This is an optimization exercise on Yosys and OpenROAD, whose aim is small area, not a production implementation. Function was checked by simulation only, so behaviour that the tests miss may differ from the original.

== the reference run ==
==> flow/design.v (excerpt) <==
module sync_manager #
(
    parameter integer                       MM_ADDR_WIDTH       = 32,
    parameter integer                       DATA_WIDTH          = 32
)
(
    input  wire                             aclk,
    input  wire                             aresetn,
    output wire [3:0]                       combination,
    input  wire                             request,
    input  wire [4:0]                       log_length,
    input  wire [MM_ADDR_WIDTH-1:0]         base_address,
    input  wire                             reading,
    input  wire                             writing,
    output wire [MM_ADDR_WIDTH-1:0]         read_buffer,
    output wire [MM_ADDR_WIDTH-1:0]         write_buffer
);
Size: roughly 1,400 cells after synthesis, roughly 100 flip-flops, roughly 110 I/O pins, roughly 0.0086 sq mm of cells after synthesis.
==> module sync_manager, before the edit <==
module sync_manager #
(
    parameter integer                       MM_ADDR_WIDTH       = 32,
    parameter integer                       DATA_WIDTH          = 32
)
(
    input  wire                             aclk,
    input  wire                             aresetn,
    output wire [3:0]                       combination,
    input  wire                             request,
    input  wire [4:0]                       log_length,
    input  wire [MM_ADDR_WIDTH-1:0]         base_address,
    input  wire                             reading,
    input  wire                             writing,
    output wire [MM_ADDR_WIDTH-1:0]         read_buffer,
    output wire [MM_ADDR_WIDTH-1:0]         write_buffer
);
    logic [1:0]  idx_read, idx_ready, idx_lock, idx_write;
    logic [1:0]  idx_read_n, idx_ready_n, idx_lock_n, idx_write_n;
    logic [30:0] read_count, read_count_n;
    logic [30:0] write_count, write_count_n;
    logic        lock, lock_n;
    logic        fresh;           
    logic [1:0]  write_factor;    
    logic [31:0] write_buffer_tmp, write_buffer_tmp_n;
    logic [31:0] therm, onehot;
    always_comb
        for (int i = 0; i < 32; i++) begin
            therm[i]  = (log_length <= i);
            onehot[i] = (i >= 2) && (log_length == 5'(i - 2));
        end
    function automatic [3:0] dec (input [1:0] v);
        dec = 4'b0001 << v;
    endfunction
    assign combination = dec(idx_read) | dec(idx_ready) | dec(idx_lock) | dec(idx_write);
    function automatic [31:0] add_at (input [31:0] base, input [1:0] f, input [31:0] oh);
        logic bp, bp1, x, cy, run;
        begin
            bp  = |(base & oh);
            bp1 = |(base & (oh << 1));
            x   = f[1] ^ (f[0] & bp);
            cy  = (f[1] & bp1) | ((f[1] | bp1) & f[0] & bp);
            run = 1'b0;
            for (int i = 0; i < 32; i++) begin
                run = (i >= 3) ? ((run & base[i-1]) | oh[i-2]) : 1'b0;
                add_at[i] = base[i] ^ ((cy & run) | ((i >= 1) ? (oh[i-1] & x) : 1'b0) | (oh[i] & f[0]));
            end
        end
    endfunction
    assign write_factor = {idx_write[1] & ~fresh, idx_write[0]};
    assign read_buffer  = add_at(base_address, idx_read, onehot);
    assign write_buffer = add_at(write_buffer_tmp, write_factor, onehot);
    logic [31:0] rinc, winc, ra, wa;
    logic        rwrap, wwrap;
    always_comb begin
        ra[0] = 1'b1;
        wa[0] = 1'b1;
        for (int i = 0; i < 31; i++) begin
            ra[i+1] = ra[i] & read_count[i];
            wa[i+1] = wa[i] & write_count[i];
        end
        for (int i = 0; i < 31; i++) begin
            rinc[i] = read_count[i] ^ (reading & ra[i]);
            winc[i] = write_count[i] ^ (writing & wa[i]);
        end
        rinc[31] = reading & ra[31];
        winc[31] = writing & wa[31];
        rwrap = |(rinc & therm);
        wwrap = |(winc & therm);
    end
    logic rturn, wturn, all_named;
    logic [1:0] free_idx;
    assign rturn     = reading & rwrap;
    assign wturn     = writing & wwrap;
    assign all_named = &combination;
    assign free_idx  = ~combination[0] ? 2'd0 : ~combination[1] ? 2'd1 : ~combination[2] ? 2'd2 : 2'd3;
    always_comb begin
        logic [1:0] ready1;
        idx_write_n = rturn ? (all_named ? idx_ready : free_idx) : idx_write;
        ready1      = (rturn & all_named) ? idx_read : idx_ready;
        idx_lock_n  = wturn ? idx_write : idx_lock;
        idx_ready_n = wturn ? idx_lock : ready1;
        idx_read_n  = (request & ~lock) ? idx_ready_n : idx_read;
        lock_n      = request;
        read_count_n  = rturn ? 31'd0 : rinc[30:0];
        write_count_n = wturn ? 31'd0 : winc[30:0];
        write_buffer_tmp_n[1:0] = base_address[1:0];
        begin
            logic c;
            c = reading;
            for (int i = 2; i < 32; i++) begin
                write_buffer_tmp_n[i] = base_address[i] ^ (~rturn & (read_count[i-2] ^ c));
                c = (base_address[i] & read_count[i-2]) | ((base_address[i] | read_count[i-2]) & c);
            end
        end
    end
    always_ff @(posedge aclk) begin
        if (~aresetn) begin
            idx_read         <= 2'd0;
            idx_ready        <= 2'd1;
            idx_lock         <= 2'd2;
            idx_write        <= 2'd2;
            read_count       <= 0;
            write_count      <= 0;
            lock             <= 0;
            fresh            <= 1'b1;
            write_buffer_tmp <= 0;
        end else begin
            idx_read         <= idx_read_n;
            idx_ready        <= idx_ready_n;
            idx_lock         <= idx_lock_n;
            idx_write        <= idx_write_n;
            read_count       <= read_count_n;
            write_count      <= write_count_n;
            lock             <= lock_n;
            fresh            <= 1'b0;
            write_buffer_tmp <= write_buffer_tmp_n;
        end
    end
endmodule
==> flow/config.mk <==
export PLATFORM = sky130hd
export DESIGN_NAME = sync_manager
export DESIGN_NICKNAME = sync_manager
export VERILOG_FILES = /design/flow/design.v
export SDC_FILE = /design/flow/constraint.sdc
export NUM_CORES = 4
export LEC_CHECK = 0
export ABC_AREA = 1
export CAP_MARGIN = 20
export CORE_MARGIN = 2
export CORE_UTILIZATION = 60
export SLEW_MARGIN = 20
==> flow/constraint.sdc <==
create_clock -name core_clock -period 10.0 [get_ports {aclk}]
set_input_delay 2.0000 -clock core_clock [delete_from_list [all_inputs] [get_ports {aclk}]]
set_output_delay 2.0000 -clock core_clock [all_outputs]
set_load 0.01 [all_outputs]
standard.sh (not shown) runs the stock make flow with config.mk's settings and CLKGATE_MAP_FILE= SYNTH_SCRIPT=/design/flow/synth_recipe.tcl, a recipe that flattens the netlist after the stock synthesis.
==> flow/flow/run.sh <==
#!/bin/bash
# The standard layout, with the ports buffered by the smallest buffer
# (sky130_fd_sc_hd__buf_1) instead of the flow's default pick.
set -euo pipefail
export BUFFER_PORTS_ARGS="-buffer_cell sky130_fd_sc_hd__buf_1"
bash standard.sh > standard.log 2>&1
test -s out/final.def
The inputs of the trial run differ from those of the reference run as listed below.
==> flow/design.v, changed modules only <==
module sync_manager #
(
    parameter integer                       MM_ADDR_WIDTH       = 32,
    parameter integer                       DATA_WIDTH          = 32
)
(
    input  wire                             aclk,
    input  wire                             aresetn,
    output wire [3:0]                       combination,
    input  wire                             request,
    input  wire [4:0]                       log_length,
    input  wire [MM_ADDR_WIDTH-1:0]         base_address,
    input  wire                             reading,
    input  wire                             writing,
    output wire [MM_ADDR_WIDTH-1:0]         read_buffer,
    output wire [MM_ADDR_WIDTH-1:0]         write_buffer
);
    logic [1:0]  idx_read, idx_ready, idx_lock, idx_write;
    logic [1:0]  idx_read_n, idx_ready_n, idx_lock_n, idx_write_n;
    logic [30:0] read_count, read_count_n;
    logic [30:0] write_count, write_count_n;
    logic        lock, lock_n;
    logic [1:0]  write_factor, write_factor_n;
    logic [31:0] write_buffer_tmp, write_buffer_tmp_n;
    logic [31:0] therm, onehot;
    always_comb
        for (int i = 0; i < 32; i++) begin
            therm[i]  = (log_length <= i);
            onehot[i] = (log_length == i);
        end
    function automatic [3:0] dec (input [1:0] v);
        dec = 4'b0001 << v;
    endfunction
    assign combination = dec(idx_read) | dec(idx_ready) | dec(idx_lock) | dec(idx_write);
    function automatic [31:0] add_at (input [31:0] base, input [1:0] f, input [31:0] oh);
        logic c, t, g, k;
        begin
            add_at[1:0] = base[1:0];
            c = 1'b0;
            for (int i = 2; i < 32; i++) begin
                t = (f[0] & oh[i-2]) | ((i >= 3) ? (f[1] & oh[i-3]) : 1'b0);
                k = (i >= 3) ? (f[0] & f[1] & oh[i-3] & base[i-1]) : 1'b0;
                g = (t & base[i]) | k;
                add_at[i] = base[i] ^ (t ^ c);
                c = (c & base[i]) | g;
            end
        end
    endfunction
    assign read_buffer  = add_at(base_address, idx_read, onehot);
    assign write_buffer = add_at(write_buffer_tmp, write_factor, onehot);
    logic [31:0] rinc, winc;
    logic        rwrap, wwrap;
    always_comb begin
        logic a;
        a = 1'b1;
        for (int i = 0; i < 31; i++) begin
            rinc[i] = read_count[i] ^ a;
            a = a & read_count[i];
        end
        rinc[31] = a;
        a = 1'b1;
        for (int i = 0; i < 31; i++) begin
            winc[i] = write_count[i] ^ a;
            a = a & write_count[i];
        end
        winc[31] = a;
        rwrap = |(rinc & therm);
        wwrap = |(winc & therm);
    end
    logic rturn, wturn, all_named;
    logic [1:0] free_idx;
    assign rturn     = reading & rwrap;
    assign wturn     = writing & wwrap;
    assign all_named = &combination;
    assign free_idx  = ~combination[0] ? 2'd0 : ~combination[1] ? 2'd1 : ~combination[2] ? 2'd2 : 2'd3;
    always_comb begin
        logic [1:0] ready1;
        idx_write_n = rturn ? (all_named ? idx_ready : free_idx) : idx_write;
        ready1      = (rturn & all_named) ? idx_read : idx_ready;
        idx_lock_n  = wturn ? idx_write : idx_lock;
        idx_ready_n = wturn ? idx_lock : ready1;
        idx_read_n  = (request & ~lock) ? idx_ready_n : idx_read;
        lock_n      = request;
        write_factor_n = idx_write_n;
        read_count_n  = rturn ? 31'd0 : reading ? rinc[30:0] : read_count;
        write_count_n = wturn ? 31'd0 : writing ? winc[30:0] : write_count;
        write_buffer_tmp_n[1:0] = base_address[1:0];
        begin
            logic c;
            c = reading;
            for (int i = 2; i < 32; i++) begin
                write_buffer_tmp_n[i] = base_address[i] ^ (~rturn & (read_count[i-2] ^ c));
                c = (base_address[i] & read_count[i-2]) | ((base_address[i] | read_count[i-2]) & c);
            end
        end
    end
    always_ff @(posedge aclk) begin
        if (~aresetn) begin
            idx_read         <= 2'd0;
            idx_ready        <= 2'd1;
            idx_lock         <= 2'd2;
            idx_write        <= 2'd2;
            read_count       <= 0;
            write_count      <= 0;
            lock             <= 0;
            write_factor     <= 0;
            write_buffer_tmp <= 0;
        end else begin
            idx_read         <= idx_read_n;
            idx_ready        <= idx_ready_n;
            idx_lock         <= idx_lock_n;
            idx_write        <= idx_write_n;
            read_count       <= read_count_n;
            write_count      <= write_count_n;
            lock             <= lock_n;
            write_factor     <= write_factor_n;
            write_buffer_tmp <= write_buffer_tmp_n;
        end
    end
endmodule
- The trial run against the reference run: met2 wire length dropped 760 microns; die boundary height climbed 3.5%; non-clock inverter instance count of the final layout dropped about 17%.
- NOTE: iteration count of the initial detailed-routing pass in the trial run falls short of that of the reference run
- The trial run vs the reference run: tightest hold margin down
- Most common library cell in the layout ignoring fill and taps: nand2_1 -> the reference run, inv_1 -> the trial run

## port drivers added, routing unchanged
Ports are ideal in the flow. The routed layouts listed here were re-timed in OpenROAD.
Step 1: set_driving_cell puts a clkbuf_16 on aclk and a buf_2 on each other input, an assumption about the parent block.
Step 2 adds t to the input delays and takes it off the output delays; t is the mean of the earliest and latest rising clock arrival at the registers after step 1. Input paths then give back, and output paths get back, about the clock's delay inside the block.
Three values: ideal, step 1, step 2; two values: the first two.
run | shift t [ns] | slack for setup (ns) | worst setup path at the end | latest minus earliest clock arrival (ns) | worst slew at a driven data input, ns
the reference run | 0.409 | 0.896 / 0.850 / 0.850 | input to output | 0.010 / 0.010 | 0.07
the trial run | 0.407 | 0.870 / 0.798 / 0.798 | input to output | 0.013 / 0.013 | 0.07
After both steps setup and hold are still met in every run listed. The setup slack of the trial run, which loses most, moves by -0.072 ns with the drivers and by -0.072 ns with both steps.
